Source: an optimization exercise on an open RTL-to-GDS flow (aim: small area, a short achievable clock period and few clock cycles). Production flows keep margins and buffers that such runs may drop. At most, simulation tests tie the RTL to the original design; equivalence was not proved. Power figures rest on the tool's default switching activity, not on a simulated workload.

// tinyalu
module tinyalu (
    input  wire  [7:0] A,
    input  wire  [7:0] B,
    input  wire        clk,
    input  wire  [2:0] op,
    input  wire        reset_n,
    input  wire        start,
    output wire        done,
    output wire [15:0] result
);
  reg [15:0] acc;
  reg [2:0]  cnt;      
  reg        done_r;
  wire idle = (cnt == 3'd0);
  wire [7:0] x = idle ? B : acc[15:8];
  wire [7:0] y = A & {8{idle | acc[0]}};
  wire [7:0] p = x ^ y;
  wire [7:0] g = x & y;
  wire [7:0] g1 = {g[7] | (p[7] & g[6]), g[6], g[5] | (p[5] & g[4]), g[4],
                   g[3] | (p[3] & g[2]), g[2], g[1] | (p[1] & g[0]), g[0]};
  wire [7:0] p1 = {p[7] & p[6], p[6], p[5] & p[4], p[4],
                   p[3] & p[2], p[2], p[1] & p[0], p[0]};
  wire [7:0] g2 = {g1[7:6] | (p1[7:6] & {2{g1[5]}}), g1[5:4],
                   g1[3:2] | (p1[3:2] & {2{g1[1]}}), g1[1:0]};
  wire [7:0] p2 = {p1[7:6] & {2{p1[5]}}, p1[5:4],
                   p1[3:2] & {2{p1[1]}}, p1[1:0]};
  ...
==> module tinyalu, before the edit <==
module tinyalu (
    input  wire  [7:0] A,
    input  wire  [7:0] B,
    input  wire        clk,
    input  wire  [2:0] op,
    input  wire        reset_n,
    input  wire        start,
    output wire        done,
    output wire [15:0] result
);
  reg [15:0] acc;
  reg [2:0]  cnt;      
  reg        done_r;
  wire idle = (cnt == 3'd0);
  wire [7:0] x = idle ? B : acc[15:8];
  wire [7:0] y = A & {8{idle | acc[0]}};
  wire [7:0] p = x ^ y;
  wire [7:0] g = x & y;
  wire [7:0] g1 = {g[7] | (p[7] & g[6]), g[6], g[5] | (p[5] & g[4]), g[4],
                   g[3] | (p[3] & g[2]), g[2], g[1] | (p[1] & g[0]), g[0]};
  wire [7:0] p1 = {p[7] & p[6], p[6], p[5] & p[4], p[4],
                   p[3] & p[2], p[2], p[1] & p[0], p[0]};
  wire [7:0] g2 = {g1[7:6] | (p1[7:6] & {2{g1[5]}}), g1[5:4],
                   g1[3:2] | (p1[3:2] & {2{g1[1]}}), g1[1:0]};
  wire [7:0] p2 = {p1[7:6] & {2{p1[5]}}, p1[5:4],
                   p1[3:2] & {2{p1[1]}}, p1[1:0]};
  wire [7:0] g3 = {g2[7:4] | (p2[7:4] & {4{g2[3]}}), g2[3:0]};
  wire [8:0] c  = {g3, 1'b0};
  wire [8:0] s = {c[8], p ^ c[7:0]};
  always @(posedge clk) begin
    if (!idle)
      acc <= {s, acc[7:1]};
    else if (op[2])
      acc <= {1'b0, A & {8{B[0]}}, B[7:1]};
    else if (!op[1])
      acc <= {7'h00, s};
    else if (op[0])
      acc <= {8'h00, p};
    else
      acc <= {8'h00, g};
  end
  always @(posedge clk or negedge reset_n) begin
    if (!reset_n) begin
      cnt    <= 3'd0;
      done_r <= 1'b0;
    end else if (!idle) begin
      cnt    <= cnt - 3'd1;
      done_r <= (cnt == 3'd1);
    end else begin
      cnt    <= (start && op[2] && !done_r) ? 3'd7 : 3'd0;
      done_r <= start && !op[2] && (op[1:0] != 2'b00) && !done_r;
    end
  end
  assign done   = done_r;
  assign result = acc;
endmodule
Settings: LEC_CHECK=0, CAP_MARGIN=20, CORE_MARGIN=2, CORE_UTILIZATION=40, PLACE_DENSITY=0.6, SETUP_SLACK_MARGIN=2.5, SLEW_MARGIN=20; clock period 5.0 ns.
standard.sh (not shown) runs the stock make flow with config.mk's settings and CLKGATE_MAP_FILE= SYNTH_SCRIPT=/design/flow/synth_recipe.tcl, a recipe that flattens the netlist after the stock synthesis.
==> flow/flow/run.sh <==
#!/bin/bash
# Layout flow: the standard ORFS flow (standard.sh) with these changes:
#  - synthesis is synth_recipe.tcl (the standard synthesis script) with ABC
#    run on flow/abc.script, an area-oriented mapping (amap);
#  - the ports get plain buf_1 buffers instead of the delay cells that
#    buffer_ports picks by default;
#  - the half/full adder cells are added to the platform's don't-use list,
#    so that ABC maps the adders as ordinary gates.
# ORFS's own logs go to orfs/logs/; make's output goes to run_standard.log.
set -euo pipefail
HERE=$(pwd)
export FLOW_ABC_SCRIPT="$HERE/flow/abc.script"
export BUFFER_PORTS_ARGS="-buffer_cell sky130_fd_sc_hd__buf_1"
{ head -n 1 synth_recipe.tcl; cat flow/abc_override.tcl; tail -n +2 synth_recipe.tcl; } > synth_custom.tcl
PLATFORM_DONT_USE="sky130_fd_sc_hd__probe_p_8 sky130_fd_sc_hd__probec_p_8 sky130_fd_sc_hd__lpflow_bleeder_1 sky130_fd_sc_hd__lpflow_clkbufkapwr_1 sky130_fd_sc_hd__lpflow_clkbufkapwr_16 sky130_fd_sc_hd__lpflow_clkbufkapwr_2 sky130_fd_sc_hd__lpflow_clkbufkapwr_4 sky130_fd_sc_hd__lpflow_clkbufkapwr_8 sky130_fd_sc_hd__lpflow_clkinvkapwr_1 sky130_fd_sc_hd__lpflow_clkinvkapwr_16 sky130_fd_sc_hd__lpflow_clkinvkapwr_2 sky130_fd_sc_hd__lpflow_clkinvkapwr_4 sky130_fd_sc_hd__lpflow_clkinvkapwr_8 sky130_fd_sc_hd__lpflow_decapkapwr_12 sky130_fd_sc_hd__lpflow_decapkapwr_3 sky130_fd_sc_hd__lpflow_decapkapwr_4 sky130_fd_sc_hd__lpflow_decapkapwr_6 sky130_fd_sc_hd__lpflow_decapkapwr_8 sky130_fd_sc_hd__lpflow_inputiso0n_1 sky130_fd_sc_hd__lpflow_inputiso0p_1 sky130_fd_sc_hd__lpflow_inputiso1n_1 sky130_fd_sc_hd__lpflow_inputiso1p_1 sky130_fd_sc_hd__lpflow_inputisolatch_1 sky130_fd_sc_hd__lpflow_isobufsrc_1 sky130_fd_sc_hd__lpflow_isobufsrc_16 sky130_fd_sc_hd__lpflow_isobufsrc_2 sky130_fd_sc_hd__lpflow_isobufsrc_4 sky130_fd_sc_hd__lpflow_isobufsrc_8 sky130_fd_sc_hd__lpflow_isobufsrckapwr_16 sky130_fd_sc_hd__lpflow_lsbuf_lh_hl_isowell_tap_1 sky130_fd_sc_hd__lpflow_lsbuf_lh_hl_isowell_tap_2 sky130_fd_sc_hd__lpflow_lsbuf_lh_hl_isowell_tap_4 sky130_fd_sc_hd__lpflow_lsbuf_lh_isowell_4 sky130_fd_sc_hd__lpflow_lsbuf_lh_isowell_tap_1 sky130_fd_sc_hd__lpflow_lsbuf_lh_isowell_tap_2 sky130_fd_sc_hd__lpflow_lsbuf_lh_isowell_tap_4 "
ADDERS="sky130_fd_sc_hd__ha_1 sky130_fd_sc_hd__ha_2 sky130_fd_sc_hd__ha_4 sky130_fd_sc_hd__fa_1 sky130_fd_sc_hd__fa_2 sky130_fd_sc_hd__fa_4"
bash standard.sh "DONT_USE_CELLS=$PLATFORM_DONT_USE $ADDERS" "SYNTH_SCRIPT=$HERE/synth_custom.tcl" finish > run_standard.log 2>&1
Other scripts of this flow, unchanged in this note and not shown: flow/flow/abc.script, flow/flow/abc_override.tcl
The starting point completed with no timing, DRC or antenna violations.
Testbench counts at the start, summed over its fixed seeds: cycles 44,915.
Rerun with:
==> flow/design.v (replaced) <==
module tinyalu (
    input  wire  [7:0] A,
    input  wire  [7:0] B,
    input  wire        clk,
    input  wire  [2:0] op,
    input  wire        reset_n,
    input  wire        start,
    output wire        done,
    output wire [15:0] result
);
  reg [15:0] acc;
  reg [1:0]  cnt;      
  reg        done_r;
  wire idle = (cnt == 2'd0);
  wire [7:0] h  = idle ? (op[2] ? 8'h00 : B) : acc[15:8];
  wire [1:0] mb = idle ? (op[2] ? B[1:0] : 2'b01) : acc[1:0];
  wire [9:0] s  = {2'b00, h} + {2'b00, A & {8{mb[0]}}} + {1'b0, A & {8{mb[1]}}, 1'b0};
  wire [5:0] lo = idle ? B[7:2] : acc[7:2];
  always @(posedge clk) begin
    if (!idle || op[2])
      acc <= {s, lo};
    else if (!op[1])
      acc <= {7'h00, s[8:0]};
    else if (op[0])
      acc <= {8'h00, A ^ B};
    else
      acc <= {8'h00, A & B};
  end
  always @(posedge clk or negedge reset_n) begin
    if (!reset_n) begin
      cnt    <= 2'd0;
      done_r <= 1'b0;
    end else if (!idle) begin
      cnt    <= cnt - 2'd1;
      done_r <= (cnt == 2'd1);
    end else begin
      cnt    <= (start && op[2] && !done_r) ? 2'd3 : 2'd0;
      done_r <= start && !op[2] && (op[1:0] != 2'b00) && !done_r;
    end
  end
  assign done   = done_r;
  assign result = acc;
endmodule
Total power went up by 15%.
Die area grows by 18%.
Combinational power is higher by 22%.
Global-route usage goes up by 2.0 points.
Via count goes up by 24%.
Final cell count rose by 28%.
Critical path depth went up by 4.
Register-to-register slack gets worse by 0.66 ns.
Worst setup slack gets worse by 0.78 ns.
Area after synthesis rose by 20%.
Routed wire length increases by 26%.
Final area rose by 26%.
First-iteration DRC count rose by 61%.
Sequential power is lower by about 6%.
No functional check of the RTL was part of the second run of this note.

## port drivers added, routing unchanged
Ports are ideal in the flow. The routed layouts listed here were re-timed in OpenROAD. Step 1, drivers: a clkbuf_16 drives clk and a buf_2 each remaining input, both assumed. Step 2 moves the port delays by t, midway between the first and last clock arrival at a register: inputs arrive t later, outputs are due t later. That takes back most of the time a late clock gives input paths. Slacks: ideal / step 1 / step 2; pairs: ideal / step 1.
run	t (ns)	slack for setup (ns)	hold slack, ns	worst slew at a driven data input, ns
the first run	0.338	2.424 / 2.424 / 2.098	0.482 / 0.483 / 0.485	0.03
the second run	0.278	1.648 / 1.630 / 1.352	0.482 / 0.482 / 0.482	0.05
After both steps setup and hold are still met in every run listed. For the first run, which loses most, drivers alone change the setup slack by 0.000 ns; drivers and shift together by -0.326 ns.
